This is an optimization exercise on Yosys and OpenROAD, whose aim is small area, a short achievable clock period and few clock cycles per item, not a production implementation.
In this exercise RTL edits were held to simulation tests only and were not proved equivalent to the original.
Power is estimated from default activity; no workload was simulated.

==> flow/design.v (outline; a module is shown in full before it is edited, if it fits) <==
// module sram22_64x32m4w8: 20 lines
// module dot_product: 1544 lines
module dot_product #(
  parameter ADDR_WIDTH = 5,
  parameter WIDTH = 32
) (
  input clk,
  input rst,
  input [ADDR_WIDTH:0] len,
  input [WIDTH-1:0] a_data,
  input a_valid,
  output reg a_ready,
  input [WIDTH-1:0] b_data,
  input b_valid,
  output reg b_ready,
  output [WIDTH-1:0] c_data,
  output reg c_valid,
  input c_ready
);
  // ...
==> flow/flow/run.sh <==
#!/bin/bash
# Own layout flow: the standard layout (standard synthesis, floorplan,
# placement, CTS, routing) run through standard.sh, with extra make settings
# read from flow/make_args.txt (one VAR=value per line). They set how hard
# timing repair works (a setup slack margin, so that repair keeps shortening
# the critical paths after the 10 ns clock is met) and which buffer cell
# buffers the ports. The design's clock and I/O constraints are unchanged.
# make's full output goes to flow_make.log here; each ORFS step also keeps
# its own log under orfs/logs/.
set -euo pipefail
cd "$(dirname "$0")/.."
args=()
while IFS= read -r line || [[ -n "$line" ]]; do
  [[ -z "$line" || "$line" == \#* ]] && continue
  args+=("$line")
done < flow/make_args.txt
bash standard.sh "${args[@]}" finish > flow_make.log 2>&1
==> flow/flow/make_args.txt <==
SETUP_SLACK_MARGIN=6.6
BUFFER_PORTS_ARGS=-buffer_cell sky130_fd_sc_hd__buf_2
==> flow/standard.sh <==
#!/bin/bash
# synth_recipe.tcl (not shown) runs the flow's synth.tcl, then flattens the netlist and writes it again
# the make line also repeats each setting of config.mk as NAME=value (left out here)
make -C /OpenROAD-flow-scripts/flow DESIGN_CONFIG=/design/flow/config.mk WORK_HOME=/design/flow/orfs CLKGATE_MAP_FILE= SYNTH_SCRIPT=/design/flow/synth_recipe.tcl "${@:-finish}"
==> flow/config.mk <==
export PLATFORM = sky130hd
export DESIGN_NAME = dot_product
export DESIGN_NICKNAME = dot_product
export VERILOG_FILES = /design/flow/design.v
export SDC_FILE = /design/flow/constraint.sdc
export NUM_CORES = 4
export LEC_CHECK = 0
export CAP_MARGIN = 5
export CORE_MARGIN = 2
export CORE_UTILIZATION = 40
export CTS_BUF_LIST = sky130_fd_sc_hd__clkbuf_4 sky130_fd_sc_hd__clkbuf_8
export PLACE_DENSITY = 0.6
export SLEW_MARGIN = 5
==> flow/constraint.sdc <==
create_clock -name core_clock -period 10.0 [get_ports {clk}]
set_input_delay 2.0000 -clock core_clock [delete_from_list [all_inputs] [get_ports {clk}]]
set_output_delay 2.0000 -clock core_clock [all_outputs]
set_load 0.01 [all_outputs]
==> PnR_summary.wiki, run 1 <==
{| class="wikitable"
! Metric !! Value
|-
| Post-CTS setup buffer count || between 40 and 50
|-
| Multiplexer share of the synthesized area || 0.0140
|-
| Buffer count excluding the clock tree in the final layout || approximately 220
|-
| Most common library cell in the layout ignoring fill and taps || sky130_fd_sc_hd__xnor2_1
|-
| Period minus WS final || around 3.3 ns
|-
| CLK BUF || 62
|-
| TritonCTS clock tree || done
|-
| Synthesized-area fraction occupied by ao, oa, aoi and oai cells || 0.146
|-
| Largest registers || a_r x32, acc x32
|-
| #FFs+latches synth || roughly 240
|-
| Data arrival at the endpoint of the critical path || about 3.8 ns
|-
| Portion of total power attributed to the clock network || 0.121
|-
| Multi-input logic cell count || between 1500 and 2000
|-
| Site Rows || just over 80
|-
| Internal Pwr Total || ~0.0047 W
|-
| Post-synthesis instance total || 2116
|-
| Unique masters post-synth || between 50 and 60
|-
| WL met3 || approximately 2.7 mm
|-
| Most congested layer reported by global routing || met2
|-
| Root Buffer Master || sky130_fd_sc_hd__clkbuf_8
|-
| Run status || timing/DRC/antenna clean
|-
| Series of cell instances along the critical path || ha_1, ha_1, fa_2, a21o_1, a21oi_2, o21bai_2, a2111o_1, a31o_2, a21o_1, a21o_1, a21oi_1, xnor2_1, nor2_1
|-
| Seq area share || 0.239
|-
| Post-synthesis adder-cell area fraction || 0.126
|-
| Peak supply drop || 0.180 mV
|-
| Switching pwr || around 0.004 W
|-
| Pleak || slightly above 8 nW
|-
| Worst setup slack after placement || roughly 6.0 ns
|-
| Net count of the mapped netlist || between 2000 and 2500
|-
| Post-detailed-placement half-perimeter wirelength || around 40 mm
|-
| Placer Congestion || 0.887
|-
| Reg-to-reg endpoint || acc[14]$_SDFF_PP0_
|-
| Total of fill cells in the finished design || ~4800
|}
Testbench counts, summed over its fixed seeds: cycles 10,109, items 512.
==> inputs of run 2 (changes only) <==
==> flow/flow/make_args.txt (replaced) <==
SETUP_SLACK_MARGIN=6.65
BUFFER_PORTS_ARGS=-buffer_cell sky130_fd_sc_hd__buf_2
--- a/flow/config.mk
+++ b/flow/config.mk
@@ -10,3 +10,2 @@
 export CORE_UTILIZATION = 40
-export CTS_BUF_LIST = sky130_fd_sc_hd__clkbuf_4 sky130_fd_sc_hd__clkbuf_8
 export PLACE_DENSITY = 0.6
==> PnR_summary.wiki, run 2 <==
{| class="wikitable"
! Metric !! Value
|-
| Run status || timing/DRC/antenna clean (unchanged)
|-
| Crit-path max FO || 32 (was 2)
|-
| Number of top-level pins || 110 (unchanged)
|-
| Total negative slack || 0 ns (unchanged)
|-
| Unrepaired setup endpoints after global routing || yes (unchanged)
|-
| Largest stage delay on the critical path || 0.39 ns (was 0.44 ns)
|-
| Largest registers || a_r x32, acc x32 (unchanged)
|-
| Peak supply drop || 0.173 mV (was 0.180 mV)
|-
| Root Buffer Master || sky130_fd_sc_hd__clkbuf_16 (was sky130_fd_sc_hd__clkbuf_8)
|-
| Sequential share of the synthesized area || 0.274 (unchanged)
|-
| Worst-case reg-to-reg path depth || 11 (was 13)
|-
| Full die area || 52200 um2 (unchanged)
|-
| Post-synth EDFFs || 80 (unchanged)
|-
| Biggest area contributors in the synthesized netlist || sky130_fd_sc_hd__xnor2_1, sky130_fd_sc_hd__dfxtp_1, sky130_fd_sc_hd__edfxtp_1 (unchanged)
|-
| Hold violation count in the final report || 0 (unchanged)
|-
| Site Rows || 82 (unchanged)
|-
| Via density per instance || 5.37 (about the same)
|-
| Die extent in y || 228 um (unchanged)
|-
| Post-synthesis instance total || 2116 (unchanged)
|-
| Antenna cell count || 0 (was 1)
|-
| Library cell occupying the most area in the post-synthesis netlist || sky130_fd_sc_hd__xnor2_1 (unchanged)
|-
| Pin count of the biggest net entering global routing || 49 (unchanged)
|-
| Source of the critical timing path || b_one[0]$_SDFFCE_PN0P_ (was m_0_0$_DFF_P_)
|-
| Most frequent cell after synthesis || sky130_fd_sc_hd__xnor2_1 (unchanged)
|-
| Max stage delay cell, worst path || sky130_fd_sc_hd__fa_1 (was sky130_fd_sc_hd__a2111o_1)
|-
| Critical Path Sink Type || register (unchanged)
|-
| Wirelength, routed || 55.0 mm (about the same)
|-
| Placer Congestion || 0.887 (unchanged)
|-
| Unique masters post-synth || 54 (unchanged)
|-
| Tightest hold margin || 0.533 ns (was 0.523 ns)
|-
| Multiplexer share of the synthesized area || 0.0140 (unchanged)
|-
| Clk sink count || 236 (unchanged)
|-
| Setup-violating endpoint count in the final report || 0 (unchanged)
|-
| Post-synthesis adder-cell area fraction || 0.126 (unchanged)
|-
| Launching element type of the critical path || register (unchanged)
|-
| Residual DRC count || 0 (unchanged)
|-
| Synth Warn # || 1 (unchanged)
|-
| Data arrival at the endpoint of the critical path || 3.74 ns (was 3.77 ns)
|-
| Series of cell instances along the critical path || buf_8, a22oi_1, xnor2_1, xor2_1, xnor2_2, a21oi_2, xnor2_1, xnor2_2, mux2_2, fa_1, ha_1 (was ha_1, ha_1, fa_2, a21o_1, a21oi_2, o21bai_2, a2111o_1, a31o_2, a21o_1, a21o_1, a21oi_1, xnor2_1, nor2_1)
|-
| Synthesized-area fraction occupied by ao, oa, aoi and oai cells || 0.146 (unchanged)
|-
| Hold Buf Count CTS || 0 (unchanged)
|-
| Worst hold start || n[1]$_SDFFE_PP0P_ (unchanged)
|-
| Overall fraction of global-route tracks in use || 0.203 (was 0.204)
|-
| Main combinational cell family by area after synthesis || XOR/XNOR gates (unchanged)
|-
| Die extent in x || 228 um (unchanged)
|-
| Highest-count cells in the layout ignoring fill and taps || sky130_fd_sc_hd__xnor2_1, sky130_fd_sc_hd__a22oi_1, sky130_fd_sc_hd__dfxtp_1 (unchanged)
|-
| Area added between synthesis and finish || 15.5% (was 14.8%)
|-
| DR WL/cell || 18.7 um (about the same)
|-
| First-pass GRT wire length || 85.4 mm (was 85.2 mm)
|-
| Critical register-to-register path startpoint || b_one[0]$_SDFFCE_PN0P_ (was m_0_0$_DFF_P_)
|-
| Initial DRC Count || 993 (was 950)
|-
| Top-area cell type share of the netlist area || 0.283 (unchanged)
|-
| Number of pins exceeding their max-slew limit in the final report || 0 (unchanged)
|-
| Internal reg-to-reg setup slack || 6.73 ns (was 6.71 ns)
|-
| Power per Cell Area || 374 nW/um2 (about the same)
|-
| Net count of the mapped netlist || 2273 (unchanged)
|-
| CTS HTree Levels || 1 (was 2)
|-
| Number of CTS-inserted buffers || 28 (was 43)
|-
| Deepest clock path buffer count || 3 (unchanged)
|-
| Netlist area before placement || 20200 um2 (unchanged)
|-
| Clock latency reported for the late side of the worst-skew pair || 0.58 ns (was 0.62 ns)
|-
| Post-detailed-placement half-perimeter wirelength || 38.9 mm (unchanged)
|-
| Worst Skew || 0.0141 ns (was 0.0262 ns)
|-
| Hold-critical path depth || 2 (unchanged)
|-
| Proportion of layout cells with a drive suffix above 1 || 0.180 (about the same)
|-
| Number of antenna violations at the first check in global routing || 0 (unchanged)
|-
| Clock edge transition at the registers on the reported setup and hold paths || 0.06 ns (about the same)
|-
| Most numerous cell types in the synthesized netlist || sky130_fd_sc_hd__xnor2_1, sky130_fd_sc_hd__a22oi_1, sky130_fd_sc_hd__dfxtp_1 (unchanged)
|-
| Sum of overflow across all layers after global routing || 0 (unchanged)
|-
| Most common library cell in the layout ignoring fill and taps || sky130_fd_sc_hd__xnor2_1 (unchanged)
|-
| Period minus WS final || 3.27 ns (was 3.29 ns)
|-
| TritonCTS clock tree || done (unchanged)
|-
| Vias in the first global route || 15508 (was 15510)
|-
| CP Data Required Time || 10.46 ns (was 10.47 ns)
|-
| Tightest Pin Transition || 1.08 ns (was 1.09 ns)
|-
| Per-instance average area after synthesis || 9.52 um2 (unchanged)
|-
| Top flip-flop cell by instance count after synthesis || sky130_fd_sc_hd__dfxtp_1 (unchanged)
|-
| Reg-to-reg endpoint || m_27_2$_DFF_P_ (was acc[14]$_SDFF_PP0_)
|-
| #FFs+latches synth || 236 (unchanged)
|-
| Asr flop ratio synth || 0 (unchanged)
|-
| Fmax || 305 MHz (was 303 MHz)
|-
| Max-capacitance violation count || 0 (unchanged)
|-
| Total via count after detailed routing || 15740 (was 15812)
|-
| Portion of the clock cycle consumed by the worst path in the final layout || 0.327 (was 0.329)
|-
| Share of the synthesized netlist area taken by xor and xnor gates || 0.332 (unchanged)
|-
| Worst setup path endpoint || m_27_2$_DFF_P_ (was acc[14]$_SDFF_PP0_)
|-
| Port Buf Inserts || 109 (unchanged)
|-
| Area of the core || 50000 um2 (unchanged)
|-
| # nets final || 2396 (was 2398)
|-
| Initial DRT Pass Iterations || 6 (was 7)
|-
| Area share of and/or/nand/nor cells after synthesis || 0.0706 (unchanged)
|-
| Initial core utilization || 0.403 (unchanged)
|-
| Headroom to the max-slew limit || 0.279 (was 0.269)
|-
| Pleak || 8.31 nW (was 8.29 nW)
|-
| Min-Delay Path Class || reg -> reg (unchanged)
|-
| Residual antenna-violating net count after detailed routing || 0 (unchanged)
|-
| Worst setup path class || reg -> reg (unchanged)
|}
[run 2: area by class of cell]
cell class                 count  area, um2
clock inverter                16        155
inverter                      23       86.3
timing repair buffer         236       1590
tap                          672        841
fill                        4722      26700
sequential                   236       5530
multi-input combinational   1714      14300
clock buffer                  36        815
[run 2: stage by stage]
| step | setup WS, ns | instance area (um2) | utilization | power, W | cells |
|---|---|---|---|---|---|
| after floorplan | 6.00 | 20200 | - | 0.00598 | 2116 |
| after global placement | 6.11 | 21100 | 0.423 | 0.00707 | 2788 |
| after detailed placement | 5.98 | 21100 | 0.423 | 0.00715 | 2788 |
| after CTS | 6.62 | 22700 | 0.455 | 0.00844 | 2901 |
| after global routing | 6.58 | 23300 | 0.466 | 0.00944 | 2933 |
| final | 6.73 | 23300 | 0.466 | 0.00870 | 2933 |
[run 2: report_power, final]
group	switching (W)	internal (W)
clock	0.000431	0.000628
combinational	0.00330	0.00287
sequential	0.000185	0.00129
total	0.00391	0.00478
[run 2: worst max-delay path, delay by kind of cell, from the launching register on]
kind                     cells  cell delay [ns]
AO/OA/AOI/OAI                2             0.42
XOR/XNOR                     5             1.10
adder cells (fa/ha/maj)      2             0.66
buffers and inverters        1             0.24
flip-flops                   1             0.36
multiplexers                 1             0.37
[run 2: how the worst min path moves through the flow]
stage / slack, ns / endpoint
final: 0.53 / n[1]$_SDFFE_PP0P_
after global routing: 0.55 / n[1]$_SDFFE_PP0P_
after CTS: 0.52 / n[1]$_SDFFE_PP0P_
after detailed placement: 0.51 / n[1]$_SDFFE_PP0P_
after global placement: 0.49 / n[1]$_SDFFE_PP0P_
after floorplan: 0.34 / m_4_1$_DFF_P_
[run 2: what timing repair did]
action,in CTS,in global routing
gates resized for setup,37,54
pin swaps,6,26
hold endpoints to repair,0,0
endpoints found under the setup margin,36,29
setup buffers,61,32
[run 2: cell families (layout without fill, tap and decap cells)]
group,count (synthesis),count (layout)
compound gates,414,414
xor+xnor,757,757
fa+ha+maj,221,221
buf+inv,166,311
flops,236,236
mux,26,26
simple gates,296,296
[run 2: layer usage]
layer	share of wire	global-route usage
met5	0	0
met3	0.050	0.0243
met2	0.47	0.344
met1	0.44	0.260
met4	0.043	0.0862
==> inputs of run 3 (changes only) <==
==> flow/flow/make_args.txt (replaced) <==
SETUP_SLACK_MARGIN=6.8
BUFFER_PORTS_ARGS=-buffer_cell sky130_fd_sc_hd__buf_2
--- a/flow/config.mk
+++ b/flow/config.mk
@@ -12 +12,2 @@
 export SLEW_MARGIN = 5
+export TNS_END_PERCENT = 10
==> PnR_summary.wiki, run 3 <==
{| class="wikitable"
! Metric !! Value
|-
| Setup-violating endpoint count in the final report || 0 (unchanged)
|-
| Residual DRC count || 0 (unchanged)
|-
| Tightest Pin Transition || 1.08 ns (about the same)
|-
| # nets final || 2442 (was 2396)
|-
| Library cell occupying the most area in the post-synthesis netlist || sky130_fd_sc_hd__xnor2_1 (unchanged)
|-
| Clock edge transition at the registers on the reported setup and hold paths || 0.06 ns (about the same)
|-
| Data arrival at the endpoint of the critical path || 3.71 ns (was 3.74 ns)
|-
| Area of the core || 50000 um2 (unchanged)
|-
| Site Rows || 82 (unchanged)
|-
| Highest-count cells in the layout ignoring fill and taps || sky130_fd_sc_hd__xnor2_1, sky130_fd_sc_hd__a22oi_1, sky130_fd_sc_hd__dfxtp_1 (unchanged)
|-
| Unrepaired setup endpoints after global routing || yes (unchanged)
|-
| Total via count after detailed routing || 16082 (was 15740)
|-
| DR WL/cell || 18.9 um (was 18.7 um)
|-
| Pin count of the biggest net entering global routing || 49 (unchanged)
|-
| Worst Skew || 0.0135 ns (was 0.0141 ns)
|-
| Total of fill cells in the finished design || 4588 (was 4722)
|-
| Crit-path max FO || 4 (was 32)
|-
| Initial DRT Pass Iterations || 6 (unchanged)
|-
| Pleak || 8.83 nW (was 8.31 nW)
|-
| Full die area || 52200 um2 (unchanged)
|-
| Buf+Inv Stages, Crit Path || 0 (was 1)
|-
| Wirelength, routed || 56.2 mm (was 55.0 mm)
|-
| Asr flop ratio synth || 0 (unchanged)
|-
| Residual antenna-violating net count after detailed routing || 0 (unchanged)
|-
| Clk sink count || 236 (unchanged)
|-
| Max stage delay cell, worst path || sky130_fd_sc_hd__a2111o_1 (was sky130_fd_sc_hd__fa_1)
|-
| Number of antenna violations at the first check in global routing || 0 (unchanged)
|-
| Initial DRC Count || 1177 (was 993)
|-
| Synth Warn # || 1 (unchanged)
|-
| Family of cells with the greatest summed delay on the critical path || compound AO/OA/AOI/OAI gates (was XOR/XNOR gates)
|-
| Post-synthesis instance total || 2116 (unchanged)
|-
| Most common library cell in the layout ignoring fill and taps || sky130_fd_sc_hd__xnor2_1 (unchanged)
|-
| Clock latency reported for the late side of the worst-skew pair || 0.57 ns (was 0.58 ns)
|-
| Top flip-flop cell by instance count after synthesis || sky130_fd_sc_hd__dfxtp_1 (unchanged)
|-
| Power per Cell Area || 374 nW/um2 (about the same)
|-
| Fmax || 306 MHz (was 305 MHz)
|-
| Series of cell instances along the critical path || ha_4, ha_4, fa_2, a21o_1, a21oi_2, o21bai_2, a2111o_1, and2_4, a21oi_4, o21ai_2, a31oi_1, xor2_1, nor2_1 (was buf_8, a22oi_1, xnor2_1, xor2_1, xnor2_2, a21oi_2, xnor2_1, xnor2_2, mux2_2, fa_1, ha_1)
|-
| Hold violation count in the final report || 0 (unchanged)
|-
| First-pass GRT wire length || 86.2 mm (was 85.4 mm)
|-
| Sequential share of the synthesized area || 0.274 (unchanged)
|-
| Peak supply drop || 0.185 mV (was 0.173 mV)
|-
| Largest registers || a_r x32, acc x32 (unchanged)
|-
| Launching element type of the critical path || register (unchanged)
|-
| Number of CTS-inserted buffers || 28 (unchanged)
|-
| Sum of overflow across all layers after global routing || 0 (unchanged)
|-
| Vias in the first global route || 15635 (was 15508)
|-
| CP Data Required Time || 10.45 ns (was 10.46 ns)
|-
| Headroom to the max-slew limit || 0.282 (was 0.279)
|-
| Antenna cell count || 0 (unchanged)
|-
| Cell with the most instances on the worst path || sky130_fd_sc_hd__ha_4
|-
| Unique masters post-synth || 54 (unchanged)
|-
| Portion of the clock cycle consumed by the worst path in the final layout || 0.326 (was 0.327)
|-
| Port Buf Inserts || 109 (unchanged)
|-
| Max-capacitance violation count || 0 (unchanged)
|-
| CTS HTree Levels || 1 (unchanged)
|-
| TritonCTS clock tree || done (unchanged)
|-
| Total negative slack || 0 ns (unchanged)
|-
| Biggest area contributors in the synthesized netlist || sky130_fd_sc_hd__xnor2_1, sky130_fd_sc_hd__dfxtp_1, sky130_fd_sc_hd__edfxtp_1 (unchanged)
|-
| Die extent in x || 228 um (unchanged)
|-
| Min-Delay Path Class || reg -> reg (unchanged)
|-
| Area taken by flip-flops and latches || 5530 um2 (about the same)
|-
| Most frequent cell after synthesis || sky130_fd_sc_hd__xnor2_1 (unchanged)
|-
| Per-instance average area after synthesis || 9.52 um2 (unchanged)
|-
| Area used by multi-input combinational logic || 14800 um2 (was 14300 um2)
|-
| #FFs+latches synth || 236 (unchanged)
|-
| Total power || 0.00909 W (was 0.00870 W)
|-
| Root Buffer Master || sky130_fd_sc_hd__clkbuf_16 (unchanged)
|-
| Post-detailed-placement half-perimeter wirelength || 38.9 mm (unchanged)
|-
| Placer Congestion || 0.887 (unchanged)
|-
| Area added between synthesis and finish || 20.5% (was 15.5%)
|-
| Deepest clock path buffer count || 3 (unchanged)
|-
| Number of top-level pins || 110 (unchanged)
|-
| Via density per instance || 5.40 (was 5.37)
|-
| Net count of the mapped netlist || 2273 (unchanged)
|-
| Critical Path Sink Type || register (unchanged)
|-
| Initial core utilization || 0.403 (unchanged)
|-
| Run status || timing/DRC/antenna clean (unchanged)
|-
| Most numerous cell types in the synthesized netlist || sky130_fd_sc_hd__xnor2_1, sky130_fd_sc_hd__a22oi_1, sky130_fd_sc_hd__dfxtp_1 (unchanged)
|-
| Final cell utilization of the core || 0.486 (was 0.466)
|-
| Worst setup path class || reg -> reg (unchanged)
|-
| Largest stage delay on the critical path || 0.48 ns (was 0.39 ns)
|-
| Overall fraction of global-route tracks in use || 0.204 (was 0.203)
|-
| Top-area cell type share of the netlist area || 0.283 (unchanged)
|-
| Number of pins exceeding their max-slew limit in the final report || 0 (unchanged)
|-
| Proportion of layout cells with a drive suffix above 1 || 0.233 (was 0.180)
|-
| Die extent in y || 228 um (unchanged)
|-
| Period minus WS final || 3.26 ns (was 3.27 ns)
|-
| Netlist area before placement || 20200 um2 (unchanged)
|-
| Post-synth EDFFs || 80 (unchanged)
|}
[run 3: cell types whose count changed in the layout (fill, tap and decap cells not counted), moves of 12 or more]
cell	previous run	this run
sky130_fd_sc_hd__maj3_2	2	14
sky130_fd_sc_hd__xnor2_2	27	63
sky130_fd_sc_hd__buf_4	106	141
sky130_fd_sc_hd__a22oi_1	245	233
sky130_fd_sc_hd__a22oi_2	10	22
sky130_fd_sc_hd__xnor2_1	632	595
sky130_fd_sc_hd__maj3_1	137	125
[run 3: worst min-delay path, stage by stage, from the launching register on]
cell	delay [ns]
sky130_fd_sc_hd__dfxtp_1	0.35
sky130_fd_sc_hd__nand2_1	0.07
sky130_fd_sc_hd__a21oi_1	0.05
[run 3: path summary, 6_finish.rpt]
path / slack (ns) / to / startpoint / depth (start not counted)
hold / removal: 0.52 / n[1]$_SDFFE_PP0P_ / n[1]$_SDFFE_PP0P_ / 2
hold reg to reg: 0.52 / n[1]$_SDFFE_PP0P_ / n[1]$_SDFFE_PP0P_ / 2
setup reg to reg: 6.74 / acc[26]$_SDFF_PP0_ / m_0_1$_DFF_P_ / 13
setup / recovery: 6.74 / acc[26]$_SDFF_PP0_ / m_0_1$_DFF_P_ / 13
[run 3: through the flow]
stage / area [um2] / hold WS, ns / setup slack (ns) / cells
after global placement: 21100 / 0.493 / 6.11 / 2788
after CTS: 23000 / 0.520 / 6.73 / 2923
after floorplan: 20200 / 0.343 / 6.00 / 2116
after global routing: 24300 / 0.548 / 6.67 / 2979
after detailed placement: 21100 / 0.514 / 5.98 / 2788
final: 24300 / 0.524 / 6.74 / 2979
[run 3: cell families (layout without fill, tap and decap cells)]
kind of cell,after synthesis,in the layout,synth area share
adders and majority gates,221,221,0.126
AOI/OAI and AO/OA,414,414,0.146
DFF,236,236,0.274
xor gates and xnor gates,757,757,0.332
and+or+nand+nor,296,296,0.0706
muxes,26,26,0.0140
buffers and inverters,166,357,0.0377
[run 3: final cells by class]
type                       count  share of cell area
clock buffer                  36              0.0335
multi-input combinational   1714               0.610
clock inverter                16             0.00639
inverter                      23             0.00356
sequential                   236               0.228
timing repair buffer         282              0.0843
tap                          672              0.0346
[run 3: layer usage]
layer	wire, um	track usage	up-vias
li1	-	-	7670
met1	23900	0.262	7732
met2	26600	0.346	523
met3	2910	0.0237	157
met4	2780	0.0897	0
met5	0	0	-
[run 3: power breakdown]
group	switching [W]	internal [W]	total (W)	leakage (nW)
clock network	0.000431	0.000628	0.00106	0.476
registers	0.000186	0.00129	0.00147	2.21
logic	0.00344	0.00312	0.00655	6.14
[run 3: timing repair]
action,4_1_cts,5_1_grt
buffers inserted,83,56
resized for setup,54,141
hold buffers,0,0
pin swaps,19,92
setup endpoints to repair,43,44
==> inputs of run 4 (changes only) <==
==> flow/flow/make_args.txt (replaced) <==
SETUP_SLACK_MARGIN=6.55
BUFFER_PORTS_ARGS=-buffer_cell sky130_fd_sc_hd__buf_2
--- a/flow/config.mk
+++ b/flow/config.mk
@@ -12,2 +12 @@
 export SLEW_MARGIN = 5
-export TNS_END_PERCENT = 10
==> PnR_summary.wiki, run 4 <==
{| class="wikitable"
! Metric !! Value
|-
| Synth Warn # || 1 (unchanged)
|-
| Hold worst-path end || n[1]$_SDFFE_PP0P_ (unchanged)
|-
| CTS HTree Levels || 1 (unchanged)
|-
| Vias in the first global route || 15272 (was 15635)
|-
| Top-area cell type share of the netlist area || 0.283 (unchanged)
|-
| Most numerous cell types in the synthesized netlist || sky130_fd_sc_hd__xnor2_1, sky130_fd_sc_hd__a22oi_1, sky130_fd_sc_hd__dfxtp_1 (unchanged)
|-
| CP Data Required Time || 10.46 ns (was 10.45 ns)
|-
| Unique masters post-synth || 54 (unchanged)
|-
| Most frequent cell after synthesis || sky130_fd_sc_hd__xnor2_1 (unchanged)
|-
| Via density per instance || 5.37 (was 5.40)
|-
| Clock latency reported for the late side of the worst-skew pair || 0.57 ns (about the same)
|-
| Post-synth EDFFs || 80 (unchanged)
|-
| Initial core utilization || 0.403 (unchanged)
|-
| Worst setup path class || reg -> reg (unchanged)
|-
| Sequential share of the synthesized area || 0.274 (unchanged)
|-
| Unrepaired setup endpoints after global routing || yes (unchanged)
|-
| Pleak || 8.19 nW (was 8.83 nW)
|-
| Final cell utilization of the core || 0.460 (was 0.486)
|-
| #FFs+latches synth || 236 (unchanged)
|-
| Max-capacitance violation count || 0 (unchanged)
|-
| Full die area || 52200 um2 (unchanged)
|-
| Number of pins exceeding their max-slew limit in the final report || 0 (unchanged)
|-
| Headroom to the max-slew limit || 0.278 (was 0.282)
|-
| Total via count after detailed routing || 15695 (was 16082)
|-
| Internal reg-to-reg setup slack || 6.67 ns (was 6.74 ns)
|-
| Worst Skew || 0.0154 ns (was 0.0135 ns)
|-
| Die extent in x || 228 um (unchanged)
|-
| Launching element type of the critical path || register (unchanged)
|-
| Pin count of the biggest net entering global routing || 49 (unchanged)
|-
| Largest registers || a_r x32, acc x32 (unchanged)
|-
| Area of the core || 50000 um2 (unchanged)
|-
| Net count of the mapped netlist || 2273 (unchanged)
|-
| Wirelength, routed || 54.6 mm (was 56.2 mm)
|-
| Period minus WS final || 3.33 ns (was 3.26 ns)
|-
| Post-synthesis instance total || 2116 (unchanged)
|-
| First-pass GRT wire length || 84.5 mm (was 86.2 mm)
|-
| Number of antenna violations at the first check in global routing || 0 (unchanged)
|-
| Critical Path Sink Type || register (unchanged)
|-
| Min-Delay Path Class || reg -> reg (unchanged)
|-
| Number of top-level pins || 110 (unchanged)
|-
| Biggest area contributors in the synthesized netlist || sky130_fd_sc_hd__xnor2_1, sky130_fd_sc_hd__dfxtp_1, sky130_fd_sc_hd__edfxtp_1 (unchanged)
|-
| Per-instance average area after synthesis || 9.52 um2 (unchanged)
|-
| Critical register-to-register path startpoint || b_one[0]$_SDFFCE_PN0P_ (was m_0_1$_DFF_P_)
|-
| Area added between synthesis and finish || 14.1% (was 20.5%)
|-
| Deepest clock path buffer count || 3 (unchanged)
|-
| Library cell occupying the most area in the post-synthesis netlist || sky130_fd_sc_hd__xnor2_1 (unchanged)
|-
| Netlist area before placement || 20200 um2 (unchanged)
|-
| Hold violation count in the final report || 0 (unchanged)
|-
| Root Buffer Master || sky130_fd_sc_hd__clkbuf_16 (unchanged)
|-
| Hold Buf Count CTS || 0 (unchanged)
|-
| Port Buf Inserts || 109 (unchanged)
|-
| Number of CTS-inserted buffers || 28 (unchanged)
|-
| Fmax || 301 MHz (was 306 MHz)
|-
| Minimum setup slack in the final design || 6.67 ns (was 6.74 ns)
|-
| Finished Cell Area || 23000 um2 (was 24300 um2)
|-
| Crit-path max FO || 32 (was 4)
|-
| Clk sink count || 236 (unchanged)
|-
| Clock edge transition at the registers on the reported setup and hold paths || 0.06 ns (about the same)
|-
| Worst setup slack after placement || 5.98 ns (unchanged)
|-
| Sum of overflow across all layers after global routing || 0 (unchanged)
|-
| DR WL/cell || 18.7 um (was 18.9 um)
|-
| Peak supply drop || 0.173 mV (was 0.185 mV)
|-
| Data arrival at the endpoint of the critical path || 3.79 ns (was 3.71 ns)
|-
| Post-detailed-placement half-perimeter wirelength || 38.9 mm (unchanged)
|-
| Worst-case reg-to-reg path depth || 10 (was 13)
|-
| Hold-critical path depth || 2 (unchanged)
|-
| Reg-to-reg endpoint || m_27_2$_DFF_P_ (was acc[26]$_SDFF_PP0_)
|-
| Power per Cell Area || 371 nW/um2 (was 374 nW/um2)
|-
| Die extent in y || 228 um (unchanged)
|-
| Worst hold start || n[1]$_SDFFE_PP0P_ (unchanged)
|-
| Asr flop ratio synth || 0 (unchanged)
|-
| Proportion of layout cells with a drive suffix above 1 || 0.165 (was 0.233)
|-
| Initial DRT Pass Iterations || 6 (unchanged)
|-
| Total of fill cells in the finished design || 4779 (was 4588)
|-
| Total placed instance area || 21100 um2 (unchanged)
|-
| Setup-violating endpoint count in the final report || 0 (unchanged)
|-
| Top flip-flop cell by instance count after synthesis || sky130_fd_sc_hd__dfxtp_1 (unchanged)
|-
| Run status || timing/DRC/antenna clean (unchanged)
|-
| Tightest Pin Transition || 1.08 ns (about the same)
|-
| Residual DRC count || 0 (unchanged)
|-
| Residual antenna-violating net count after detailed routing || 0 (unchanged)
|-
| Portion of the clock cycle consumed by the worst path in the final layout || 0.333 (was 0.326)
|-
| TritonCTS clock tree || done (unchanged)
|-
| Highest-count cells in the layout ignoring fill and taps || sky130_fd_sc_hd__xnor2_1, sky130_fd_sc_hd__a22oi_1, sky130_fd_sc_hd__dfxtp_1 (unchanged)
|-
| Initial DRC Count || 975 (was 1177)
|-
| Placer Congestion || 0.887 (unchanged)
|-
| Most common library cell in the layout ignoring fill and taps || sky130_fd_sc_hd__xnor2_1 (unchanged)
|-
| Overall fraction of global-route tracks in use || 0.201 (was 0.204)
|-
| Total negative slack || 0 ns (unchanged)
|-
| Site Rows || 82 (unchanged)
|-
| # nets final || 2387 (was 2442)
|-
| Antenna cell count || 0 (unchanged)
|}
==> run 4: cell counts after synthesis <==
No cell type changed its count.
==> run 4: worst max path at each step <==
stage	from	end	cells after the start
2_1_floorplan	rst	b_neg[0]$_DFFE_PP_	2
3_3_place_gp	m_6_1$_DFF_P_	acc[27]$_SDFF_PP0_	12
3_5_place_dp	m_6_1$_DFF_P_	acc[27]$_SDFF_PP0_	12
4_1_cts	m_10_1$_DFF_P_	acc[31]$_SDFF_PP0_	12
5_1_grt	b_two[3]$_SDFFCE_PN0P_	m_29_2$_DFF_P_	13
6_report	b_one[0]$_SDFFCE_PN0P_	m_27_2$_DFF_P_	10
==> run 4: cell families (layout without fill, tap and decap cells) <==
| group | after synthesis | after routing | share of synthesized area |
|---|---|---|---|
| buf+inv | 166 | 302 | 0.0377 |
| fa+ha+maj | 221 | 221 | 0.126 |
| mux | 26 | 26 | 0.0140 |
| flops | 236 | 236 | 0.274 |
| simple gates | 296 | 296 | 0.0706 |
| compound gates | 414 | 414 | 0.146 |
| xor+xnor | 757 | 757 | 0.332 |
==> run 4: critical path: stages, from the launching register on <==
cell and delay (ns):
sky130_fd_sc_hd__edfxtp_1 0.34, sky130_fd_sc_hd__buf_6 0.25, sky130_fd_sc_hd__a22oi_1 0.15, sky130_fd_sc_hd__xnor2_1 0.29, sky130_fd_sc_hd__xor2_1 0.13, sky130_fd_sc_hd__xnor2_1 0.33
sky130_fd_sc_hd__xnor2_1 0.25, sky130_fd_sc_hd__maj3_1 0.43, sky130_fd_sc_hd__maj3_1 0.38, sky130_fd_sc_hd__fa_1 0.37, sky130_fd_sc_hd__ha_1 0.28
==> run 4: repair_timing <==
action / in CTS / in global routing
resized for setup: 18 / 37
setup endpoints to repair: 26 / 20
pin swaps: 5 / 11
setup buffers: 39 / 45
==> run 4: per-stage QoR <==
step / std cells / total power, W / hold slack, ns
after floorplan: 2116 / 0.00598 / 0.343
after detailed placement: 2788 / 0.00715 / 0.514
after global routing: 2924 / 0.00927 / 0.548
final: 2924 / 0.00853 / 0.524
after CTS: 2879 / 0.00837 / 0.520
after global placement: 2788 / 0.00707 / 0.493
==> run 4: final cells by class <==
| class | instances | area [um2] | area share |
|---|---|---|---|
| clock buffers | 36 | 815 | 0.0354 |
| clock inverters | 16 | 155 | 0.00675 |
| multi-input cells | 1714 | 14100 | 0.612 |
| well taps | 672 | 841 | 0.0366 |
| flip-flops and latches | 236 | 5530 | 0.240 |
| repair buffers | 227 | 1500 | 0.0654 |
| inverters | 23 | 86.3 | 0.00375 |
==> run 4: power by group <==
| part | switching, W | total (W) | internal, W |
|---|---|---|---|
| clock network | 0.000431 | 0.00106 | 0.000628 |
| logic | 0.00324 | 0.00600 | 0.00276 |
| registers | 0.000183 | 0.00147 | 0.00129 |
==> run 4: metal layers <==
metal  vias up  share of wire  GRT usage  routed length (um)
met5         -              0          0                   0
li1       7555              -          -                   -
met2       479           0.47      0.343               25900
met1      7542           0.44      0.259               23700
met4         0          0.037     0.0770                2020
met3       119          0.054     0.0235                2950
==> inputs of run 5 (changes only) <==
==> flow/flow/make_args.txt (replaced) <==
SETUP_SLACK_MARGIN=6.62
BUFFER_PORTS_ARGS=-buffer_cell sky130_fd_sc_hd__buf_2
==> PnR_summary.wiki, run 5 <==
{| class="wikitable"
! Metric !! Value
|-
| Run status || timing/DRC/antenna clean (unchanged)
|-
| Portion of the clock cycle consumed by the worst path in the final layout || 0.330 (was 0.333)
|-
| Total placed instance area || 21100 um2 (unchanged)
|-
| Site Rows || 82 (unchanged)
|-
| Tightest Pin Transition || 1.08 ns (about the same)
|-
| Clock latency reported for the late side of the worst-skew pair || 0.57 ns (about the same)
|-
| Number of CTS-inserted buffers || 28 (unchanged)
|-
| Overall fraction of global-route tracks in use || 0.201 (about the same)
|-
| Post-synthesis instance total || 2116 (unchanged)
|-
| Post-synthesis adder-cell area fraction || 0.126 (unchanged)
|-
| Vias in the first global route || 15338 (was 15272)
|-
| Area taken by flip-flops and latches || 5530 um2 (unchanged)
|-
| Worst hold start || n[1]$_SDFFE_PP0P_ (unchanged)
|-
| Antenna cell count || 0 (unchanged)
|-
| Finished Cell Area || 23200 um2 (was 23000 um2)
|-
| Number of antenna violations at the first check in global routing || 0 (unchanged)
|-
| Synth Warn # || 1 (unchanged)
|-
| Per-instance average area after synthesis || 9.52 um2 (unchanged)
|-
| Full die area || 52200 um2 (unchanged)
|-
| Wirelength, routed || 54.7 mm (was 54.6 mm)
|-
| Post-detailed-placement half-perimeter wirelength || 38.9 mm (unchanged)
|-
| Pleak || 8.29 nW (was 8.19 nW)
|-
| Sequential share of the synthesized area || 0.274 (unchanged)
|-
| Hold violation count in the final report || 0 (unchanged)
|-
| Unrepaired setup endpoints after global routing || yes (unchanged)
|-
| Area share of and/or/nand/nor cells after synthesis || 0.0706 (unchanged)
|-
| Placer Congestion || 0.887 (unchanged)
|-
| Residual DRC count || 0 (unchanged)
|-
| Largest registers || a_r x32, acc x32 (unchanged)
|-
| Die extent in x || 228 um (unchanged)
|-
| Worst-case reg-to-reg path depth || 12 (was 10)
|-
| Via density per instance || 5.40 (was 5.37)
|-
| Launching element type of the critical path || register (unchanged)
|-
| Total via count after detailed routing || 15827 (was 15695)
|-
| Proportion of layout cells with a drive suffix above 1 || 0.177 (was 0.165)
|-
| Residual antenna-violating net count after detailed routing || 0 (unchanged)
|-
| Biggest area contributors in the synthesized netlist || sky130_fd_sc_hd__xnor2_1, sky130_fd_sc_hd__dfxtp_1, sky130_fd_sc_hd__edfxtp_1 (unchanged)
|-
| Clk sink count || 236 (unchanged)
|-
| Peak supply drop || 0.172 mV (was 0.173 mV)
|-
| Fmax || 303 MHz (was 301 MHz)
|-
| Netlist area before placement || 20200 um2 (unchanged)
|-
| Critical Path Sink Type || register (unchanged)
|-
| Number of top-level pins || 110 (unchanged)
|-
| Total negative slack || 0 ns (unchanged)
|-
| First-pass GRT wire length || 84.8 mm (was 84.5 mm)
|-
| Multiplexer share of the synthesized area || 0.0140 (unchanged)
|-
| Deepest clock path buffer count || 3 (unchanged)
|-
| Max-capacitance violation count || 0 (unchanged)
|-
| Main combinational cell family by area after synthesis || XOR/XNOR gates (unchanged)
|-
| Root Buffer Master || sky130_fd_sc_hd__clkbuf_16 (unchanged)
|-
| Most common library cell in the layout ignoring fill and taps || sky130_fd_sc_hd__xnor2_1 (unchanged)
|-
| Reg-to-reg endpoint || m_27_2$_DFF_P_ (unchanged)
|-
| Asr flop ratio synth || 0 (unchanged)
|-
| Most frequent cell after synthesis || sky130_fd_sc_hd__xnor2_1 (unchanged)
|-
| Initial core utilization || 0.403 (unchanged)
|-
| Die extent in y || 228 um (unchanged)
|-
| DR WL/cell || 18.7 um (about the same)
|-
| Total of fill cells in the finished design || 4733 (was 4779)
|-
| Min-Delay Path Class || reg -> reg (unchanged)
|-
| Area added between synthesis and finish || 15.1% (was 14.1%)
|-
| #FFs+latches synth || 236 (unchanged)
|-
| Area of the core || 50000 um2 (unchanged)
|-
| Library cell occupying the most area in the post-synthesis netlist || sky130_fd_sc_hd__xnor2_1 (unchanged)
|-
| CP Data Required Time || 10.46 ns (about the same)
|-
| Hold worst-path end || n[1]$_SDFFE_PP0P_ (unchanged)
|-
| Synthesized-area fraction occupied by ao, oa, aoi and oai cells || 0.146 (unchanged)
|-
| Area used by multi-input combinational logic || 14200 um2 (was 14100 um2)
|-
| Number of pins exceeding their max-slew limit in the final report || 0 (unchanged)
|-
| Setup-violating endpoint count in the final report || 0 (unchanged)
|-
| Crit-path max FO || 9 (was 32)
|-
| TritonCTS clock tree || done (unchanged)
|-
| Initial DRT Pass Iterations || 6 (unchanged)
|-
| Hold Buf Count CTS || 0 (unchanged)
|-
| Pin count of the biggest net entering global routing || 49 (unchanged)
|-
| CTS HTree Levels || 1 (unchanged)
|-
| Port Buf Inserts || 109 (unchanged)
|-
| Sum of overflow across all layers after global routing || 0 (unchanged)
|-
| Initial DRC Count || 1037 (was 975)
|-
| Headroom to the max-slew limit || 0.280 (was 0.278)
|-
| # nets final || 2394 (was 2387)
|-
| Internal reg-to-reg setup slack || 6.70 ns (was 6.67 ns)
|-
| Period minus WS final || 3.30 ns (was 3.33 ns)
|-
| Worst Skew || 0.0145 ns (was 0.0154 ns)
|-
| Highest-count cells in the layout ignoring fill and taps || sky130_fd_sc_hd__xnor2_1, sky130_fd_sc_hd__a22oi_1, sky130_fd_sc_hd__dfxtp_1 (unchanged)
|-
| Clock edge transition at the registers on the reported setup and hold paths || 0.06 ns (about the same)
|-
| Unique masters post-synth || 54 (unchanged)
|-
| Power per Cell Area || 372 nW/um2 (was 371 nW/um2)
|-
| Top flip-flop cell by instance count after synthesis || sky130_fd_sc_hd__dfxtp_1 (unchanged)
|-
| Critical register-to-register path startpoint || a_r[23]$_SDFFCE_PN0P_ (was b_one[0]$_SDFFCE_PN0P_)
|-
| Top-area cell type share of the netlist area || 0.283 (unchanged)
|-
| Post-synth EDFFs || 80 (unchanged)
|-
| Hold-critical path depth || 2 (unchanged)
|-
| Worst setup path class || reg -> reg (unchanged)
|-
| Tightest hold margin || 0.524 ns (about the same)
|-
| Net count of the mapped netlist || 2273 (unchanged)
|-
| Most numerous cell types in the synthesized netlist || sky130_fd_sc_hd__xnor2_1, sky130_fd_sc_hd__a22oi_1, sky130_fd_sc_hd__dfxtp_1 (unchanged)
|-
| Data arrival at the endpoint of the critical path || 3.76 ns (was 3.79 ns)
|-
| Share of the synthesized netlist area taken by xor and xnor gates || 0.332 (unchanged)
|}
## run 5: cell counts after synthesis
Identical to the previous run, type by type.
## run 5: timing repair
action	in CTS	in global routing
endpoints found under the setup margin	33	25
resized for setup	30	53
buffers inserted	46	45
pin swaps	6	17
## run 5: cell type report
cell class | count | share of cell area
Multi-Input combinational cell | 1714 | 0.613
Inverter | 23 | 0.00372
Tap cell | 672 | 0.0362
Clock inverter | 16 | 0.00669
Sequential cell | 236 | 0.238
Timing Repair Buffer | 234 | 0.0675
Clock buffer | 36 | 0.0351
## run 5: worst max-delay path, stage by stage (launching register included)
cell                       delay [ns]
sky130_fd_sc_hd__edfxtp_1        0.36
sky130_fd_sc_hd__buf_4           0.19
sky130_fd_sc_hd__buf_4           0.14
sky130_fd_sc_hd__a22oi_1         0.17
sky130_fd_sc_hd__xnor2_1         0.21
sky130_fd_sc_hd__xor2_1          0.27
sky130_fd_sc_hd__xnor2_2         0.15
sky130_fd_sc_hd__a21oi_2         0.28
sky130_fd_sc_hd__xnor2_1         0.21
sky130_fd_sc_hd__xnor2_2         0.18
sky130_fd_sc_hd__mux2_2          0.37
sky130_fd_sc_hd__fa_1            0.39
sky130_fd_sc_hd__ha_1            0.28
## run 5: worst max path at each step
stage,start,endpoint,slack [ns],cells after the start
2_1_floorplan,rst,b_neg[0]$_DFFE_PP_,6.00,2
3_3_place_gp,m_6_1$_DFF_P_,acc[27]$_SDFF_PP0_,6.11,12
3_5_place_dp,m_6_1$_DFF_P_,acc[27]$_SDFF_PP0_,5.98,12
4_1_cts,acc[3]$_SDFF_PP0_,acc[27]$_SDFF_PP0_,6.62,13
5_1_grt,m_2_0$_DFF_P_,acc[24]$_SDFF_PP0_,6.59,12
6_report,a_r[23]$_SDFFCE_PN0P_,m_27_2$_DFF_P_,6.70,12
## run 5: where the power goes
part	internal, W	switching, W
registers	0.00129	0.000183
logic	0.00284	0.00327
clock network	0.000628	0.000431
## run 5: kinds of logic after synthesis
logic type	count (synthesis)
XOR/XNOR	757
AO/OA/AOI/OAI	414
AND/OR/NAND/NOR	296
flip-flops	236
adder cells (fa/ha/maj)	221
buffers and inverters	166
multiplexers	26
## run 5: layer usage
layer | GRT usage | routed length, um
met1 | 0.260 | 23700
met2 | 0.344 | 26000
met3 | 0.0217 | 2950
met4 | 0.0780 | 2030
met5 | 0 | 0
## run 5: through the flow
step | total power, W | util | std cells | worst slack [ns]
after detailed placement | 0.00715 | 0.423 | 2788 | 5.98
final | 0.00864 | 0.464 | 2931 | 6.70
after CTS | 0.00843 | 0.452 | 2886 | 6.62
after global placement | 0.00707 | 0.423 | 2788 | 6.11
after global routing | 0.00938 | 0.464 | 2931 | 6.59
after floorplan | 0.00598 | - | 2116 | 6.00
==> inputs of run 6 (changes only) <==
==> flow/flow/make_args.txt (replaced) <==
SETUP_SLACK_MARGIN=6.6
BUFFER_PORTS_ARGS=-buffer_cell sky130_fd_sc_hd__buf_2
--- a/flow/config.mk
+++ b/flow/config.mk
@@ -10,2 +10,3 @@
 export CORE_UTILIZATION = 40
+export GPL_ROUTABILITY_DRIVEN = 0
 export PLACE_DENSITY = 0.6
==> PnR_summary.wiki, run 6 <==
{| class="wikitable"
! Metric !! Value
|-
| Number of CTS-inserted buffers || 28 (unchanged)
|-
| Netlist area before placement || 20200 um2 (unchanged)
|-
| Critical Path Sink Type || register (unchanged)
|-
| Proportion of layout cells with a drive suffix above 1 || 0.173 (was 0.177)
|-
| Minimum setup slack in the final design || 6.67 ns (was 6.70 ns)
|-
| Site Rows || 82 (unchanged)
|-
| Hold violation count in the final report || 0 (unchanged)
|-
| Wirelength, routed || 54.8 mm (was 54.7 mm)
|-
| Headroom to the max-slew limit || 0.298 (was 0.280)
|-
| Library cell occupying the most area in the post-synthesis netlist || sky130_fd_sc_hd__xnor2_1 (unchanged)
|-
| Area taken by flip-flops and latches || 5530 um2 (unchanged)
|-
| Biggest area contributors in the synthesized netlist || sky130_fd_sc_hd__xnor2_1, sky130_fd_sc_hd__dfxtp_1, sky130_fd_sc_hd__edfxtp_1 (unchanged)
|-
| Launching element type of the critical path || register (unchanged)
|-
| Crit-path max FO || 32 (was 9)
|-
| Clk sink count || 236 (unchanged)
|-
| Full die area || 52200 um2 (unchanged)
|-
| Pleak || 8.31 nW (was 8.29 nW)
|-
| Die extent in y || 228 um (unchanged)
|-
| Area added between synthesis and finish || 15.3% (was 15.1%)
|-
| Die extent in x || 228 um (unchanged)
|-
| Setup-violating endpoint count in the final report || 0 (unchanged)
|-
| Vias in the first global route || 15415 (was 15338)
|-
| Post-synth EDFFs || 80 (unchanged)
|-
| Top flip-flop cell by instance count after synthesis || sky130_fd_sc_hd__dfxtp_1 (unchanged)
|-
| Family of cells with the greatest summed delay on the critical path || XOR/XNOR gates (unchanged)
|-
| Initial core utilization || 0.403 (unchanged)
|-
| First-pass GRT wire length || 85.2 mm (was 84.8 mm)
|-
| Number of antenna violations at the first check in global routing || 0 (unchanged)
|-
| Final cell utilization of the core || 0.465 (was 0.464)
|-
| Series of cell instances along the critical path || buf_12, a22oi_1, xnor2_1, maj3_1, xor2_1, xnor2_1, o21ai_0, ha_1, xor2_2, xor2_1, xnor2_1, ha_1 (was buf_4, buf_4, a22oi_1, xnor2_1, xor2_1, xnor2_2, a21oi_2, xnor2_1, xnor2_2, mux2_2, fa_1, ha_1)
|-
| Total placed instance area || 21100 um2 (about the same)
|-
| Run status || timing/DRC/antenna clean (unchanged)
|-
| Initial DRC Count || 1054 (was 1037)
|-
| Antenna cell count || 0 (unchanged)
|-
| Post-synthesis instance total || 2116 (unchanged)
|-
| Clock edge transition at the registers on the reported setup and hold paths || 0.06 ns (about the same)
|-
| Area used by multi-input combinational logic || 14200 um2 (about the same)
|-
| Residual DRC count || 0 (unchanged)
|-
| Worst setup path class || reg -> reg (unchanged)
|-
| Fmax || 301 MHz (was 303 MHz)
|-
| Residual antenna-violating net count after detailed routing || 0 (unchanged)
|-
| Unrepaired setup endpoints after global routing || yes (unchanged)
|-
| Top-area cell type share of the netlist area || 0.283 (unchanged)
|-
| Cell with the most instances on the worst path || sky130_fd_sc_hd__xnor2_1
|-
| Power per Cell Area || 370 nW/um2 (was 372 nW/um2)
|-
| Max-capacitance violation count || 0 (unchanged)
|-
| Tightest Pin Transition || 1.05 ns (was 1.08 ns)
|-
| Sequential share of the synthesized area || 0.274 (unchanged)
|-
| Min-Delay Path Class || reg -> reg (unchanged)
|-
| #FFs+latches synth || 236 (unchanged)
|-
| TritonCTS clock tree || done (unchanged)
|-
| Port Buf Inserts || 109 (unchanged)
|-
| Largest stage delay on the critical path || 0.48 ns (was 0.39 ns)
|-
| Data arrival at the endpoint of the critical path || 3.79 ns (was 3.76 ns)
|-
| CP Data Required Time || 10.47 ns (was 10.46 ns)
|-
| Hold Buf Count CTS || 0 (unchanged)
|-
| DR WL/cell || 18.7 um (about the same)
|-
| Number of pins exceeding their max-slew limit in the final report || 0 (unchanged)
|-
| Post-detailed-placement half-perimeter wirelength || 38.9 mm (about the same)
|-
| Deepest clock path buffer count || 3 (unchanged)
|-
| Max stage delay cell, worst path || sky130_fd_sc_hd__maj3_1 (was sky130_fd_sc_hd__fa_1)
|-
| Clock latency reported for the late side of the worst-skew pair || 0.58 ns (was 0.57 ns)
|-
| Largest registers || a_r x32, acc x32 (unchanged)
|-
| Buf+Inv Stages, Crit Path || 1 (was 2)
|-
| Most numerous cell types in the synthesized netlist || sky130_fd_sc_hd__xnor2_1, sky130_fd_sc_hd__a22oi_1, sky130_fd_sc_hd__dfxtp_1 (unchanged)
|-
| Synth Warn # || 1 (unchanged)
|-
| Sum of overflow across all layers after global routing || 0 (unchanged)
|-
| Unique masters post-synth || 54 (unchanged)
|-
| Highest-count cells in the layout ignoring fill and taps || sky130_fd_sc_hd__xnor2_1, sky130_fd_sc_hd__a22oi_1, sky130_fd_sc_hd__dfxtp_1 (unchanged)
|-
| Portion of the clock cycle consumed by the worst path in the final layout || 0.333 (was 0.330)
|-
| Period minus WS final || 3.33 ns (was 3.30 ns)
|-
| Initial DRT Pass Iterations || 7 (was 6)
|-
| Via density per instance || 5.40 (about the same)
|-
| Worst Skew || 0.0171 ns (was 0.0145 ns)
|-
| Area of the core || 50000 um2 (unchanged)
|-
| Overall fraction of global-route tracks in use || 0.203 (was 0.201)
|-
| Total via count after detailed routing || 15839 (was 15827)
|-
| Most common library cell in the layout ignoring fill and taps || sky130_fd_sc_hd__xnor2_1 (unchanged)
|-
| Root Buffer Master || sky130_fd_sc_hd__clkbuf_16 (unchanged)
|-
| Most frequent cell after synthesis || sky130_fd_sc_hd__xnor2_1 (unchanged)
|-
| Peak supply drop || 0.194 mV (was 0.172 mV)
|-
| Worst setup slack after placement || 6.08 ns (was 5.98 ns)
|-
| # nets final || 2394 (unchanged)
|-
| Total of fill cells in the finished design || 4742 (was 4733)
|-
| Finished Cell Area || 23200 um2 (about the same)
|-
| Pin count of the biggest net entering global routing || 49 (unchanged)
|-
| Asr flop ratio synth || 0 (unchanged)
|-
| Total negative slack || 0 ns (unchanged)
|-
| CTS HTree Levels || 1 (unchanged)
|-
| Number of top-level pins || 110 (unchanged)
|-
| Net count of the mapped netlist || 2273 (unchanged)
|-
| Per-instance average area after synthesis || 9.52 um2 (unchanged)
|}
==> run 6: cell counts after synthesis <==
No cell type changed its count.
==> run 6: cell families after synthesis <==
| family | after synthesis | share of synthesized area |
|---|---|---|
| AND/OR/NAND/NOR | 296 | 0.0706 |
| multiplexers | 26 | 0.0140 |
| buffers and inverters | 166 | 0.0377 |
| flip-flops | 236 | 0.274 |
| XOR/XNOR | 757 | 0.332 |
| adder cells (fa/ha/maj) | 221 | 0.126 |
| AO/OA/AOI/OAI | 414 | 0.146 |
==> run 6: area by class of cell <==
class,instances,share of cell area
Clock buffer,38,0.0351
Inverter,23,0.00371
Multi-Input combinational cell,1714,0.611
Timing Repair Buffer,234,0.0688
Clock inverter,14,0.00797
Tap cell,672,0.0362
Sequential cell,236,0.238
==> run 6: worst paths after layout <==
check | startpoint | to | slack, ns | cells after the start
worst max-delay path | b_one[0]$_SDFFCE_PN0P_ | m_29_2$_DFF_P_ | 6.67 | 12
worst min-delay path | n[1]$_SDFFE_PP0P_ | n[1]$_SDFFE_PP0P_ | 0.52 | 2
worst max register to register | b_one[0]$_SDFFCE_PN0P_ | m_29_2$_DFF_P_ | 6.67 | 12
worst min register to register | n[1]$_SDFFE_PP0P_ | n[1]$_SDFFE_PP0P_ | 0.52 | 2
==> run 6: layer usage <==
metal / vias up / routed length (um) / global-route usage
met5: - / 0 / 0
met4: 0 / 2550 / 0.0931
met3: 131 / 2570 / 0.0196
met2: 503 / 25700 / 0.344
met1: 7632 / 23900 / 0.261
li1: 7573 / - / -
==> run 6: stage by stage <==
stage | hold WS, ns | cells | power [W]
2_1_floorplan | 0.343 | 2116 | 0.00598
3_3_place_gp | 0.494 | 2785 | 0.00705
3_5_place_dp | 0.504 | 2785 | 0.00714
4_1_cts | 0.517 | 2888 | 0.00842
5_1_grt | 0.562 | 2931 | 0.00931
6_report | 0.519 | 2931 | 0.00861
==> run 6: repair_timing <==
item / 4_1_cts / 5_1_grt
setup endpoints to repair: 32 / 26
gates cloned: 0 / 0
pin swaps: 4 / 18
resized for setup: 24 / 51
buffers inserted: 51 / 43
==> run 6: power breakdown <==
part	switching (W)	internal [W]
logic	0.00326	0.00280
registers	0.000186	0.00129
clock network	0.000425	0.000654
total	0.00387	0.00474
==> run 6: worst register-to-register path: cells and delay by family (launching register included) <==
kind	cells	cell delay [ns]
XOR/XNOR	6	1.16
flip-flops	1	0.41
adder cells (fa/ha/maj)	3	1.08
buffers and inverters	1	0.19
AO/OA/AOI/OAI	2	0.39
==> inputs of run 7 (changes only) <==
--- a/flow/config.mk
+++ b/flow/config.mk
@@ -9,5 +9,4 @@
 export CORE_MARGIN = 2
-export CORE_UTILIZATION = 40
-export GPL_ROUTABILITY_DRIVEN = 0
-export PLACE_DENSITY = 0.6
+export CORE_UTILIZATION = 45
+export PLACE_DENSITY = 0.55
 export SLEW_MARGIN = 5
==> PnR_summary.wiki, run 7 <==
{| class="wikitable"
! Metric !! Value
|-
| Run status || timing/DRC/antenna clean (unchanged)
|-
| Deepest clock path buffer count || 3 (unchanged)
|-
| Vias in the first global route || 14936 (was 15415)
|-
| Highest-count cells in the layout ignoring fill and taps || sky130_fd_sc_hd__xnor2_1, sky130_fd_sc_hd__a22oi_1, sky130_fd_sc_hd__dfxtp_1 (unchanged)
|-
| Full die area || 46500 um2 (was 52200 um2)
|-
| Sum of overflow across all layers after global routing || 0 (unchanged)
|-
| Antenna cell count || 0 (unchanged)
|-
| Placed cell count || 2706 (was 2785)
|-
| Top-area cell type share of the netlist area || 0.283 (unchanged)
|-
| Post-synthesis instance total || 2116 (unchanged)
|-
| Setup-violating endpoint count in the final report || 0 (unchanged)
|-
| Die extent in x || 216 um (was 228 um)
|-
| Die extent in y || 216 um (was 228 um)
|-
| Residual DRC count || 0 (unchanged)
|-
| Total negative slack || 0 ns (unchanged)
|-
| Top flip-flop cell by instance count after synthesis || sky130_fd_sc_hd__dfxtp_1 (unchanged)
|-
| Number of top-level pins || 110 (unchanged)
|-
| Power per Cell Area || 376 nW/um2 (was 370 nW/um2)
|-
| Hold violation count in the final report || 0 (unchanged)
|-
| Largest registers || a_r x32, acc x32 (unchanged)
|-
| Total via count after detailed routing || 15563 (was 15839)
|-
| Unique masters post-synth || 54 (unchanged)
|-
| Post-synth EDFFs || 80 (unchanged)
|-
| Reg-to-reg endpoint || acc[24]$_SDFF_PP0_ (was m_29_2$_DFF_P_)
|-
| CP Data Required Time || 10.46 ns (was 10.47 ns)
|-
| Synth Warn # || 1 (unchanged)
|-
| Site Rows || 77 (was 82)
|-
| Number of antenna violations at the first check in global routing || 0 (unchanged)
|-
| Min-Delay Path Class || reg -> reg (unchanged)
|-
| Launching element type of the critical path || register (unchanged)
|-
| Wirelength, routed || 53.8 mm (was 54.8 mm)
|-
| TritonCTS clock tree || done (unchanged)
|-
| Data arrival at the endpoint of the critical path || 3.79 ns (about the same)
|-
| Crit-path max FO || 4 (was 32)
|-
| Tightest Pin Transition || 0.694 ns (was 1.05 ns)
|-
| Initial DRT Pass Iterations || 6 (was 7)
|-
| Area of the core || 44200 um2 (was 50000 um2)
|-
| Worst hold start || n[1]$_SDFFE_PP0P_ (unchanged)
|-
| Port Buf Inserts || 109 (unchanged)
|-
| Number of cells in the finished layout apart from fillers || 2841 (was 2931)
|-
| #FFs+latches synth || 236 (unchanged)
|-
| Sequential share of the synthesized area || 0.274 (unchanged)
|-
| Peak supply drop || 0.201 mV (was 0.194 mV)
|-
| Overall fraction of global-route tracks in use || 0.225 (was 0.203)
|-
| Largest stage delay on the critical path || 0.51 ns (was 0.48 ns)
|-
| Residual antenna-violating net count after detailed routing || 0 (unchanged)
|-
| Number of CTS-inserted buffers || 27 (was 28)
|-
| Area added between synthesis and finish || 13.9% (was 15.3%)
|-
| DR WL/cell || 18.9 um (was 18.7 um)
|-
| # nets final || 2385 (was 2394)
|-
| Clk sink count || 236 (unchanged)
|-
| Netlist area before placement || 20200 um2 (unchanged)
|-
| Critical register-to-register path startpoint || m_2_0$_DFF_P_ (was b_one[0]$_SDFFCE_PN0P_)
|-
| Most common library cell in the layout ignoring fill and taps || sky130_fd_sc_hd__xnor2_1 (unchanged)
|-
| Per-instance average area after synthesis || 9.52 um2 (unchanged)
|-
| Clock latency reported for the late side of the worst-skew pair || 0.58 ns (about the same)
|-
| Series of cell instances along the critical path || fa_1, ha_1, ha_1, a21oi_2, o21bai_1, a2111o_1, and2_4, a21oi_4, o21bai_1, o31ai_2, xor2_1, nor2_1 (was buf_12, a22oi_1, xnor2_1, maj3_1, xor2_1, xnor2_1, o21ai_0, ha_1, xor2_2, xor2_1, xnor2_1, ha_1)
|-
| Pin count of the biggest net entering global routing || 49 (unchanged)
|-
| Number of pins exceeding their max-slew limit in the final report || 0 (unchanged)
|-
| Worst-case reg-to-reg path depth || 12 (unchanged)
|-
| Clock edge transition at the registers on the reported setup and hold paths || 0.06 ns (about the same)
|-
| Hold worst-path end || n[1]$_SDFFE_PP0P_ (unchanged)
|-
| Unrepaired setup endpoints after global routing || yes (unchanged)
|-
| Most frequent cell after synthesis || sky130_fd_sc_hd__xnor2_1 (unchanged)
|-
| Biggest area contributors in the synthesized netlist || sky130_fd_sc_hd__xnor2_1, sky130_fd_sc_hd__dfxtp_1, sky130_fd_sc_hd__edfxtp_1 (unchanged)
|-
| Placer Congestion || a little over 0.8
|-
| Max stage delay cell, worst path || sky130_fd_sc_hd__a2111o_1 (was sky130_fd_sc_hd__maj3_1)
|-
| Worst setup path class || reg -> reg (unchanged)
|-
| Hold-critical path depth || 2 (unchanged)
|-
| CTS HTree Levels || 1 (unchanged)
|-
| Portion of the clock cycle consumed by the worst path in the final layout || 0.334 (was 0.333)
|-
| Critical Path Sink Type || register (unchanged)
|-
| Via density per instance || 5.48 (was 5.40)
|-
| First-pass GRT wire length || 83.6 mm (was 85.2 mm)
|-
| Net count of the mapped netlist || 2273 (unchanged)
|-
| Headroom to the max-slew limit || 0.538 (was 0.298)
|-
| Internal reg-to-reg setup slack || 6.66 ns (was 6.67 ns)
|-
| Worst Skew || 0.00872 ns (was 0.0171 ns)
|-
| Total of fill cells in the finished design || 4087 (was 4742)
|-
| Pleak || 8.14 nW (was 8.31 nW)
|-
| Fmax || 300 MHz (was 301 MHz)
|-
| Library cell occupying the most area in the post-synthesis netlist || sky130_fd_sc_hd__xnor2_1 (unchanged)
|-
| Asr flop ratio synth || 0 (unchanged)
|-
| Total power || 0.00863 W (was 0.00861 W)
|-
| Period minus WS final || 3.34 ns (was 3.33 ns)
|-
| Root Buffer Master || sky130_fd_sc_hd__clkbuf_16 (unchanged)
|-
| Initial core utilization || 0.456 (was 0.403)
|-
| Hold Buf Count CTS || 0 (unchanged)
|-
| Max-capacitance violation count || 0 (unchanged)
|-
| Proportion of layout cells with a drive suffix above 1 || 0.166 (was 0.173)
|-
| Initial DRC Count || 1182 (was 1054)
|-
| Most numerous cell types in the synthesized netlist || sky130_fd_sc_hd__xnor2_1, sky130_fd_sc_hd__a22oi_1, sky130_fd_sc_hd__dfxtp_1 (unchanged)
|-
| Post-detailed-placement half-perimeter wirelength || 38.4 mm (was 38.9 mm)
|}
run 7: worst max-delay path by stage:
stage	end	from
finish	acc[24]$_SDFF_PP0_	m_2_0$_DFF_P_
CTS	acc[27]$_SDFF_PP0_	m_6_0$_DFF_P_
global route	m_29_2$_DFF_P_	b_one[0]$_SDFFCE_PN0P_
global placement	acc[27]$_SDFF_PP0_	m_6_1$_DFF_P_
floorplan	b_neg[0]$_DFFE_PP_	rst
detailed placement	acc[27]$_SDFF_PP0_	m_6_1$_DFF_P_
run 7: where the power goes:
part	switching (W)	internal, W	total [W]	leakage, nW
registers	0.000179	0.00129	0.00147	2.21
clock network	0.000427	0.000549	0.000976	0.405
logic	0.00333	0.00285	0.00618	5.52
total	0.00394	0.00469	0.00863	8.14
run 7: what timing repair did:
action                                  CTS  global route
setup buffers                            46            39
pin swaps                                 4            16
endpoints found under the setup margin   30            28
resized for setup                        20            46
run 7: cells by family (layout without fill, tap and decap cells):
kind of cell | after synthesis | after routing | share of synthesized area
muxes | 26 | 26 | 0.0140
xor gates and xnor gates | 757 | 757 | 0.332
and+or+nand+nor | 296 | 296 | 0.0706
buffers and inverters | 166 | 299 | 0.0377
DFF | 236 | 236 | 0.274
adders and majority gates | 221 | 221 | 0.126
AOI/OAI and AO/OA | 414 | 414 | 0.146
run 7: area by class of cell:
type	instances	area (um2)	share of cell area
inverters	23	86.3	0.00376
repair buffers	226	1550	0.0676
multi-input cells	1714	14200	0.618
clock buffers	29	683	0.0298
clock inverters	21	184	0.00801
flip-flops and latches	236	5530	0.241
well taps	592	741	0.0323
run 7: per-layer routing:
| layer | vias up | global-route usage | routed length (um) |
|---|---|---|---|
| met5 | - | 0 | 0 |
| met4 | 0 | 0.0630 | 1390 |
| met3 | 65 | 0.0238 | 2630 |
| met2 | 396 | 0.387 | 25700 |
| met1 | 7533 | 0.300 | 24100 |
| li1 | 7569 | - | - |
run 7: worst max-delay path: cells and delay by family (launching register included):
family	cells	cell delay, ns
compound gates	6	1.41
simple gates	2	0.26
xor+xnor	1	0.16
fa+ha+maj	3	1.06
flops	1	0.32
run 7: per-stage QoR:
stage / setup WS, ns / cell area, um2 / hold slack [ns] / utilization
floorplan: 6.00 / 20200 / 0.343 / -
global placement: 6.02 / 21000 / 0.495 / 0.475
detailed placement: 5.95 / 21000 / 0.502 / 0.475
CTS: 6.59 / 22400 / 0.511 / 0.506
global route: 6.56 / 23000 / 0.554 / 0.519
finish: 6.66 / 23000 / 0.508 / 0.519

-- separate check: timing with driven ports --
How much do the figures lean on ideal ports? The routed layouts below were timed once more, with nothing changed but the port constraints. Step 1, drivers: a clkbuf_16 drives clk and a buf_2 each remaining input, both assumed. Step 2 times the ports against the registers' clock, not the clock port: input delays grow and output delays shrink by t, the midpoint of the rising clock arrivals with the driver on. a / b / c = ideal / step 1 / step 2; a / b = the first two.
run	shift t [ns]	setup slack, ns	worst data-port slew with drivers (ns)	cell pins on the clock port's net
run 1	0.657	6.705 / 6.705 / 6.475	0.05	1
run 2	0.622	6.726 / 6.726 / 6.486	0.05	1
run 3	0.618	6.735 / 6.735 / 6.490	0.05	1
run 4	0.617	6.674 / 6.674 / 6.493	0.05	1
run 5	0.621	6.697 / 6.685 / 6.491	0.05	1
run 6	0.625	6.674 / 6.630 / 6.403	0.05	1
run 7	0.627	6.662 / 6.662 / 6.636	0.05	1
After both steps every run listed still meets setup and hold. For run 6, which loses most, drivers alone change the setup slack by -0.044 ns; drivers and shift together by -0.271 ns.
